What follows belongs to an exercise in optimizing a design on an open flow for a short achievable clock period and few clock cycles per item; a production flow would make more cautious choices. The RTL was checked by simulation tests, not by an equivalence proof against the original design.

==> inputs of build 9 <==
## rv32_pipe_cpu
module rv32_pipe_cpu(
    input clk,
    input rst_n,
    output [31:0] imem_addr,
    input  [31:0] imem_rdata,
    output [31:0] dmem_addr,
    output [31:0] dmem_wdata,
    output        dmem_we,
    input  [31:0] dmem_rdata,
    output        debug_wb_have_inst,
    output [31:0] debug_wb_pc,
    output        debug_wb_ena,
    output [4:0]  debug_wb_reg,
    output [31:0] debug_wb_value
);
==> flow/config.mk <==
export PLATFORM = sky130hd
export DESIGN_NAME = rv32_pipe_cpu
export DESIGN_NICKNAME = rv32_pipe_cpu
export VERILOG_FILES = /design/flow/design.v
export SDC_FILE = /design/flow/constraint.sdc
export NUM_CORES = 8
export LEC_CHECK = 0
export ABC_CLOCK_PERIOD_IN_PS = 2500
export CAP_MARGIN = 20
export CORE_MARGIN = 2
export CORE_UTILIZATION = 65
export CTS_CLUSTER_DIAMETER = 80
export CTS_CLUSTER_SIZE = 20
export GPL_TIMING_DRIVEN = 1
export SLEW_MARGIN = 20
==> flow/constraint.sdc <==
create_clock -name core_clock -period 10.0 [get_ports {clk}]
set_input_delay 2.0000 -clock core_clock [delete_from_list [all_inputs] [get_ports {clk}]]
set_output_delay 2.0000 -clock core_clock [all_outputs]
set_load 0.01 [all_outputs]
standard.sh (not shown) runs the stock make flow with config.mk's settings and CLKGATE_MAP_FILE= SYNTH_SCRIPT=/design/flow/synth_recipe.tcl, a recipe that flattens the netlist after the stock synthesis.
==> flow/flow/run.sh <==
#!/bin/bash
# The standard layout (standard.sh) with the settings in env.sh:
# environment variables, and make variables in MAKE_ARGS.
set -euo pipefail
MAKE_ARGS=()
source flow/env.sh
bash standard.sh "${MAKE_ARGS[@]}" finish > standard.log 2>&1
Other scripts of this flow, unchanged in this note and not shown: flow/flow/env.sh
==> inputs of build 22, as changes to build 9 <==
--- a/flow/design.v
+++ b/flow/design.v
@@ -20,17 +20,20 @@
     localparam OP_BR   = 7'b1100011;
     localparam OP_JAL  = 7'b1101111;
     localparam OP_JALR = 7'b1100111;
     localparam OP_LUI  = 7'b0110111;
     reg  [31:0] pc;
     reg  [31:0] fetch_addr;          
+    reg  [11:2] pc_tag;              
     reg         id_valid;
     reg  [31:0] id_pc;
     reg  [31:0] id_inst;
     reg  [31:0] id_rs1_oh;           
-    reg  [31:0] id_rs2_oh;
+    reg  [31:0] id_rs2_oh;           
+    reg  [31:0] id_rs1_ohn;          
+    reg  [31:0] id_rs2_ohn;          
     reg         id_pred;             
     reg         ex_valid;
     reg  [31:0] ex_pc;
     reg  [31:0] ex_pc4;
     reg  [4:0]  ex_rd;
     reg         ex_rf_we;
@@ -43,21 +46,22 @@
     reg         ex_jal_far;          
     reg         ex_br_lt;            
     reg         ex_br_inv;           
     reg         ex_m_always;         
     reg         ex_m_true;           
     reg         ex_m_false;          
+    reg         ex_jr_chk;           
     reg         ex_sub;
     reg         ex_sra;
     reg  [7:0]  ex_rsel;             
     reg  [31:0] ex_a;                
     reg  [31:0] ex_b;                
     reg  [31:0] ex_sd;               
     reg  [31:0] ex_target;           
-    reg         ex_p_seq;            
-    reg         ex_p_tgt;            
+    reg         ex_redir_t;          
+    reg         ex_m_late;           
     reg  [31:0] ex_pnpc;             
     reg         mem_valid;
     reg  [31:0] mem_pc;
     reg  [4:0]  mem_rd;
     reg         mem_rf_we;
     reg         mem_is_load;
@@ -65,12 +69,14 @@
     reg  [31:0] mem_alu;
     reg  [31:0] mem_sd;
     reg         mem_btb_upd;         
     reg         mem_btb_ins;         
     reg         mem_is_branch;
     reg  [31:0] mem_npc;             
+    reg  [31:0] mem_jr_tgt;          
+    reg         mem_is_jalr;
     reg         mem_jr_redirect;     
     reg         mem_we;              
     reg  [31:0] mem_addr_q;          
     reg         wb_valid;
     reg  [31:0] wb_pc;
     reg  [4:0]  wb_rd;
@@ -148,27 +154,20 @@
     reg  [9:0]  f_tgt;
     integer j;
     always @(*) begin
         f_pred = 1'b0;
         f_tgt  = 10'd0;
         for (j = 0; j < 8; j = j + 1) begin
-            if (btb_v[j] && btb_tag[j] == pc[11:2] && btb_ctr[j][1]) begin
+            if (btb_v[j] && btb_tag[j] == pc_tag && btb_ctr[j][1]) begin
                 f_pred = 1'b1;
                 f_tgt  = f_tgt | btb_tgt[j];
             end
         end
     end
     wire [31:0] f_pc4     = inc4(pc);
-    wire [11:0] f_immB    = {imem_rdata[7], imem_rdata[30:25], imem_rdata[11:8], 1'b0};
-    wire [11:0] f_immJ    = {imem_rdata[20], imem_rdata[30:21], 1'b0};
-    wire        f_static  = imem_rdata[6] && (imem_rdata[3] || (!imem_rdata[2] && imem_rdata[31]));
-    wire [31:0] f_lo_b    = ks_add({20'd0, pc[11:0]}, {20'd0, f_immB}, 1'b0);
-    wire [31:0] f_lo_j    = ks_add({20'd0, pc[11:0]}, {20'd0, f_immJ}, 1'b0);
-    wire [31:0] f_tgt_b   = {pc[31:12], f_lo_b[11:0]};
-    wire [31:0] f_tgt_j   = {pc[31:12], f_lo_j[11:0]};
-    wire [31:0] f_tgt_s   = imem_rdata[3] ? f_tgt_j : f_tgt_b;
+    wire [31:0] f_npc     = f_pred ? {pc[31:12], f_tgt, 2'b00} : f_pc4;
     assign imem_addr = fetch_addr;
     wire [31:0] f_rs1_oh = 32'd1 << imem_rdata[19:15];
     wire [31:0] f_rs2_oh = 32'd1 << imem_rdata[24:20];
     wire [6:0]  d_op  = id_inst[6:0];
     wire [4:0]  d_rd  = id_inst[11:7];
     wire [2:0]  d_f3  = id_inst[14:12];
@@ -200,14 +199,14 @@
     reg  [31:0] d_rf1, d_rf2;
     integer k;
     always @(*) begin
         d_rf1 = 32'd0;
         d_rf2 = 32'd0;
         for (k = 1; k < 32; k = k + 1) begin
-            d_rf1 = d_rf1 | ({32{id_rs1_oh[k]}} & rf[k]);
-            d_rf2 = d_rf2 | ({32{id_rs2_oh[k]}} & rf[k]);
+            d_rf1 = d_rf1 | ({{16{!id_rs1_ohn[k]}}, {16{id_rs1_oh[k]}}} & rf[k]);
+            d_rf2 = d_rf2 | ({{16{!id_rs2_ohn[k]}}, {16{id_rs2_oh[k]}}} & rf[k]);
         end
     end
     wire d_e1 = ex_valid  && ex_rf_we  && (ex_rd  == d_rs1);
     wire d_e2 = ex_valid  && ex_rf_we  && (ex_rd  == d_rs2);
     wire d_m1 = mem_valid && mem_rf_we && (mem_rd == d_rs1);
     wire d_m2 = mem_valid && mem_rf_we && (mem_rd == d_rs2);
@@ -217,13 +216,15 @@
                    ((d_use1 && d_e1) || (d_use2 && d_e2));
     wire x_addi_zero = ((ex_a ^ ex_b) == {ex_a[30:0] | ex_b[30:0], 1'b0});
     wire d_fused     = d_br && (d_f3[2:1] == 2'b00) && (d_rs2 == 5'd0) &&
                        ex_valid && ex_is_addi && ex_rf_we && (ex_rd == d_rs1);
     wire d_fz_taken  = d_f3[0] ^ x_addi_zero;
     wire d_redir_seq = d_fused && !d_fz_taken;       
-    wire d_br_redirect = id_valid && d_fused && (d_fz_taken != id_pred);
+    wire d_redirect  = id_valid && !d_stall &&
+                       (d_fused ? (d_fz_taken != id_pred)
+                                : (!id_pred && (d_jal_far || (d_br && id_inst[31]))));
     wire d_alu  = d_r | d_i;
     wire d_add  = (d_alu && d_f3 == 3'b000) | d_lw | d_sw;
     wire d_sub  = d_r && d_f3 == 3'b000 && id_inst[30];
     wire [7:0] d_rsel = {
         d_jal | d_jalr,                       
         d_lui,                                
@@ -236,16 +237,12 @@
     };
     wire d_use_imm = d_i | d_lw | d_sw | d_jalr | d_lui;
     wire [31:0] d_timm  = d_jal ? d_immJ : d_immB;
     wire [31:0] d_cs_x  = id_pc ^ d_timm ^ pc;
     wire [31:0] d_cs_c  = (id_pc & d_timm) | ((id_pc | d_timm) & ~pc);
     wire        d_pc_is_tgt = (d_cs_x == {d_cs_c[30:0], 1'b0});
-    wire        d_jr_fuse = d_jalr && ex_valid && ex_is_jal && ex_rf_we && (ex_rd == d_rs1);
-    wire [31:0] d_jr_tgt  = ks_add(ex_pc4, d_immI, 1'b0);
-    wire        d_jr_redirect = id_valid && d_jr_fuse && !id_pred;
-    wire        d_redirect    = d_br_redirect || d_jr_redirect;
     wire d_p_seq = d_redirect ?  d_redir_seq : !id_pred;
     wire d_p_tgt = d_redirect ? !d_redir_seq : d_pc_is_tgt;
     wire [31:0] x_a = ex_a;
     wire [31:0] x_b = ex_b;
     wire [31:0] x_sum = ks_add(x_a, x_b, ex_sub);
     wire [31:0] x_sll = x_a << x_b[4:0];
@@ -259,65 +256,74 @@
                       | ({32{ex_rsel[6]}} & x_b)
                       | ({32{ex_rsel[7]}} & ex_pc4);
     wire x_eq = (x_a == x_b);
     wire x_lt = lt32(x_a, x_b);
     wire x_cond = (ex_br_lt ? x_lt : x_eq) ^ ex_br_inv;
     wire x_taken = (ex_is_branch && x_cond) || ex_is_jal;
-    wire x_mispredict = ex_valid && (ex_m_always || (x_cond ? ex_m_true : ex_m_false));
     wire [31:0] x_cs_x = x_a ^ x_b ^ ex_pnpc;
     wire [31:0] x_cs_c = (x_a & x_b) | ((x_a | x_b) & ~ex_pnpc);
     wire x_jalr_ok = (x_cs_x == {x_cs_c[30:0], 1'b0});
-    wire x_jr_wrong   = ex_valid &&  ex_is_jalr && !x_jalr_ok;
+    wire x_mispredict = ex_m_always || (x_cond ? ex_m_true : ex_m_false);
+    wire x_jr_wrong   = (ex_jr_chk && !x_jalr_ok) || ex_m_late;
     wire [31:0] x_npc = x_taken ? ex_target : ex_pc4;
     assign dmem_addr  = mem_addr_q;
     assign dmem_wdata = mem_sd;
     assign dmem_we    = mem_we;
     wire [31:0] m_val = mem_is_load ? dmem_rdata : mem_alu;
     wire [31:0] d_v1 = d_e1 ? x_res : d_m1 ? m_val : d_w1 ? wb_val : d_rf1;
     wire [31:0] d_v2 = d_e2 ? x_res : d_m2 ? m_val : d_w2 ? wb_val : d_rf2;
     assign debug_wb_have_inst = dbg_have;
     assign debug_wb_pc        = wb_pc;
     assign debug_wb_ena       = dbg_ena;
     assign debug_wb_reg       = dbg_reg;
     assign debug_wb_value     = dbg_val;
-    wire [31:0] pc_d = mem_jr_redirect ? mem_npc :
-                       d_stall         ? pc :
-                       d_jr_redirect   ? d_jr_tgt :
-                       f_pred          ? {pc[31:12], f_tgt, 2'b00} : f_pc4;
-    wire        use_static = f_static && !(mem_jr_redirect || d_stall || d_jr_redirect || f_pred);
-    wire [31:0] pc_c = use_static ? f_tgt_s : pc_d;
-    wire [31:0] pc_b = d_br_redirect ? (d_redir_seq ? d_pc4 : d_target) : pc_c;
-    wire [31:0] pc_n = x_mispredict ? x_npc : pc_b;
+    wire [31:0] pc_id = d_stall    ? pc :
+                        d_redirect ? (d_redir_seq ? d_pc4 : d_target) : f_npc;
+    wire [31:0] pc_n = mem_jr_redirect ? (mem_is_jalr ? mem_jr_tgt : mem_npc) :
+                       x_mispredict    ? (ex_redir_t ? ex_target : ex_pc4) : pc_id;
     always @(posedge clk or negedge rst_n) begin
         if (!rst_n)  pc <= 32'hffff_fffc;
         else         pc <= pc_n;
     end
     always @(posedge clk) begin
         fetch_addr <= rst_n ? pc_n : 32'hffff_fffc;
+        pc_tag     <= pc_n[11:2];
+    end
+    always @(posedge clk) begin
+        id_rs1_oh  <= d_stall ?  (32'd1 << d_rs1) :  f_rs1_oh;
+        id_rs2_oh  <= d_stall ?  (32'd1 << d_rs2) :  f_rs2_oh;
+        id_rs1_ohn <= d_stall ? ~(32'd1 << d_rs1) : ~f_rs1_oh;
+        id_rs2_ohn <= d_stall ? ~(32'd1 << d_rs2) : ~f_rs2_oh;
     end
     always @(posedge clk or negedge rst_n) begin
         if (!rst_n)                           id_valid <= 1'b0;
         else if (mem_jr_redirect || x_mispredict || x_jr_wrong || d_redirect)
                                               id_valid <= 1'b0;
         else if (!d_stall)                    id_valid <= 1'b1;
     end
     always @(posedge clk) begin
         if (!d_stall) begin
             id_pc      <= pc;
             id_inst    <= imem_rdata;
-            id_rs1_oh  <= f_rs1_oh;
-            id_rs2_oh  <= f_rs2_oh;
-            id_pred    <= f_pred || f_static;
+            id_pred    <= f_pred;
         end
     end
     always @(posedge clk or negedge rst_n) begin
         if (!rst_n)                          ex_valid <= 1'b0;
         else if (x_mispredict || x_jr_wrong || d_stall)
                                              ex_valid <= 1'b0;
         else                                 ex_valid <= id_valid;
     end
+    wire d_to_ex = rst_n && id_valid && !(x_mispredict || x_jr_wrong || d_stall);
+    always @(posedge clk) begin
+        ex_m_always  <= d_to_ex && !d_br && !d_jalr && (d_jal ? !d_p_tgt : !d_p_seq);
+        ex_m_true    <= d_to_ex && d_br && !d_p_tgt && d_p_seq;
+        ex_m_false   <= d_to_ex && d_br && !d_p_seq && d_p_tgt;
+        ex_m_late    <= d_to_ex && d_br && !d_p_seq && !d_p_tgt;
+        ex_jr_chk    <= d_to_ex && d_jalr;
+    end
     always @(posedge clk) begin
         ex_pc        <= id_pc;
         ex_pc4       <= d_pc4;
         ex_rd        <= d_rd;
         ex_rf_we     <= d_wr;
         ex_is_load   <= d_lw;
@@ -326,25 +332,21 @@
         ex_is_jal    <= d_jal;
         ex_is_addi   <= d_i && (d_f3 == 3'b000);
         ex_is_jalr   <= d_jalr;
         ex_jal_far   <= d_jal_far;
         ex_br_lt     <= d_f3[2];
         ex_br_inv    <= d_f3[0];
-        ex_m_always  <= !d_br && !d_jalr && (d_jal ? !d_p_tgt : !d_p_seq);
-        ex_m_true    <= d_br && !d_p_tgt;
-        ex_m_false   <= d_br && !d_p_seq;
         ex_sub       <= d_sub;
         ex_sra       <= id_inst[30];
         ex_rsel      <= d_rsel;
         ex_a         <= d_v1;
         ex_b         <= d_use_imm ? d_imm : d_sub ? ~d_v2 : d_v2;
         ex_sd        <= d_v2;
         ex_target    <= d_target;
-        ex_p_seq     <= d_p_seq;
-        ex_p_tgt     <= d_p_tgt;
-        ex_pnpc      <= d_jr_redirect ? d_jr_tgt : pc;
+        ex_redir_t   <= d_jal || (d_br && !(d_redirect ? !d_redir_seq : id_pred));
+        ex_pnpc      <= pc;
     end
     always @(posedge clk or negedge rst_n) begin
         if (!rst_n) begin
             mem_valid       <= 1'b0;
             mem_jr_redirect <= 1'b0;
             mem_alu         <= 32'd0;
@@ -365,13 +367,15 @@
         mem_is_load   <= ex_is_load;
         mem_is_store  <= ex_is_store;
         mem_sd        <= ex_sd;
         mem_btb_upd   <= ex_is_branch | ex_is_jal | ex_is_jalr;
         mem_btb_ins   <= (ex_is_branch && x_cond) || ex_jal_far || ex_is_jalr;
         mem_is_branch <= ex_is_branch;
-        mem_npc       <= ex_is_jalr ? x_sum : x_npc;
+        mem_npc       <= x_npc;
+        mem_jr_tgt    <= x_sum;
+        mem_is_jalr   <= ex_is_jalr;
     end
     always @(posedge clk or negedge rst_n) begin
         if (!rst_n) begin
             wb_valid <= 1'b0;
             wb_rd    <= 5'd0;
             wb_rf_we <= 1'b0;
@@ -411,15 +415,12 @@
             if (btb_v[q] && btb_tag[q] == mem_pc[11:2]) begin
                 m_hit  = 1'b1;
                 m_hidx = q;
             end
         end
     end
-    wire [1:0] m_ctr = btb_ctr[m_hidx];
-    wire [1:0] m_inc = (m_ctr == 2'b11) ? 2'b11 : m_ctr + 2'd1;
-    wire [1:0] m_dec = (m_ctr == 2'b00) ? 2'b00 : m_ctr - 2'd1;
     wire m_btb_ins = mem_valid && mem_btb_upd && mem_btb_ins;
     wire m_btb_dec = mem_valid && mem_btb_upd && !mem_btb_ins && mem_is_branch && m_hit;
     wire [2:0] m_widx = m_hit ? m_hidx : btb_ptr;
     always @(posedge clk or negedge rst_n) begin
         if (!rst_n)                      btb_ptr <= 3'd0;
         else if (m_btb_ins && !m_hit)    btb_ptr <= btb_ptr + 3'd1;
@@ -432,15 +433,15 @@
                 else if (m_btb_ins && m_widx == gi)
                     btb_v[gi] <= 1'b1;
             end
             always @(posedge clk) begin
                 if (m_btb_ins && m_widx == gi) begin
                     btb_tag[gi] <= mem_pc[11:2];
-                    btb_tgt[gi] <= mem_npc[11:2];
-                    btb_ctr[gi] <= m_hit ? m_inc : 2'b11;
+                    btb_tgt[gi] <= mem_is_jalr ? mem_jr_tgt[11:2] : mem_npc[11:2];
+                    btb_ctr[gi] <= (m_hit && btb_ctr[gi] != 2'b11) ? btb_ctr[gi] + 2'd1 : 2'b11;
                 end else if (m_btb_dec && m_widx == gi) begin
-                    btb_ctr[gi] <= m_dec;
+                    btb_ctr[gi] <= (btb_ctr[gi] == 2'b00) ? 2'b00 : btb_ctr[gi] - 2'd1;
                 end
             end
         end
     endgenerate
 endmodule
--- a/flow/config.mk
+++ b/flow/config.mk
@@ -5,11 +5,11 @@
 export SDC_FILE = /design/flow/constraint.sdc
 export NUM_CORES = 8
 export LEC_CHECK = 0
 export ABC_CLOCK_PERIOD_IN_PS = 2500
 export CAP_MARGIN = 20
 export CORE_MARGIN = 2
-export CORE_UTILIZATION = 65
+export CORE_UTILIZATION = 55
 export CTS_CLUSTER_DIAMETER = 80
 export CTS_CLUSTER_SIZE = 20
 export GPL_TIMING_DRIVEN = 1
 export SLEW_MARGIN = 20
==> results.cfg <==
[global_routing]
grt_use_met1_pct = 72.6

[sta]
relSlewSlack_pct = 17.7

[critical_path]
arrival_ns = 4.53
r2r_slack_ns = 6.21
path_buf_inv = 4

[power_and_ir_drop]
p_seq_uw = 9850

[final_layout]
fin_nets = 9991
drive_gt1_share_pct = 35.5

[outcome]
status = no timing/DRC/antenna violations

[logic_synthesis]
synth_area_mm2 = 0.0979
[end of results for build 9]
==> results.cfg <==
[outcome]
status = failed layout checks
failed_checks = capacitance limit

[sta]
relSlewSlack_pct = -3.87

[global_routing]
grt_use_met1_pct = 61.7

[final_layout]
fin_nets = 9715

[job]
maxCapViolations = 1

[critical_path]
path_buf_inv = 1
[end of results for build 22]
Testbench counts of build 9, summed over its fixed seeds: cycles 28,122, instrs 26,430.
Testbench counts of build 22, summed over its fixed seeds: cycles 28,776, instrs 26,430.

## what the ideal ports hide
The flow's constraints put no driver on any port. The routed layouts listed below were extracted and timed again, unchanged, in two steps.
Step 1: set_driving_cell puts a clkbuf_16 on clk and a buf_2 on each other input, an assumption about the parent block.
Step 2 moves the port delays by t, midway between the first and last clock arrival at a register: inputs arrive t later, outputs are due t later. That takes back most of the time a late clock gives input paths.
Slacks: ideal ports / drivers / drivers and shift; pairs: ideal ports / drivers.
run | shift t [ns] | slack for setup (ns) | worst setup path after step 2
build 9 | 0.901 | 6.207 / 6.207 / 5.518 | input to register
build 22 | 0.932 | 6.220 / 6.267 / 5.335 | input to register
For build 22, which loses most, drivers alone change the setup slack by +0.047 ns; drivers and shift together by -0.885 ns.
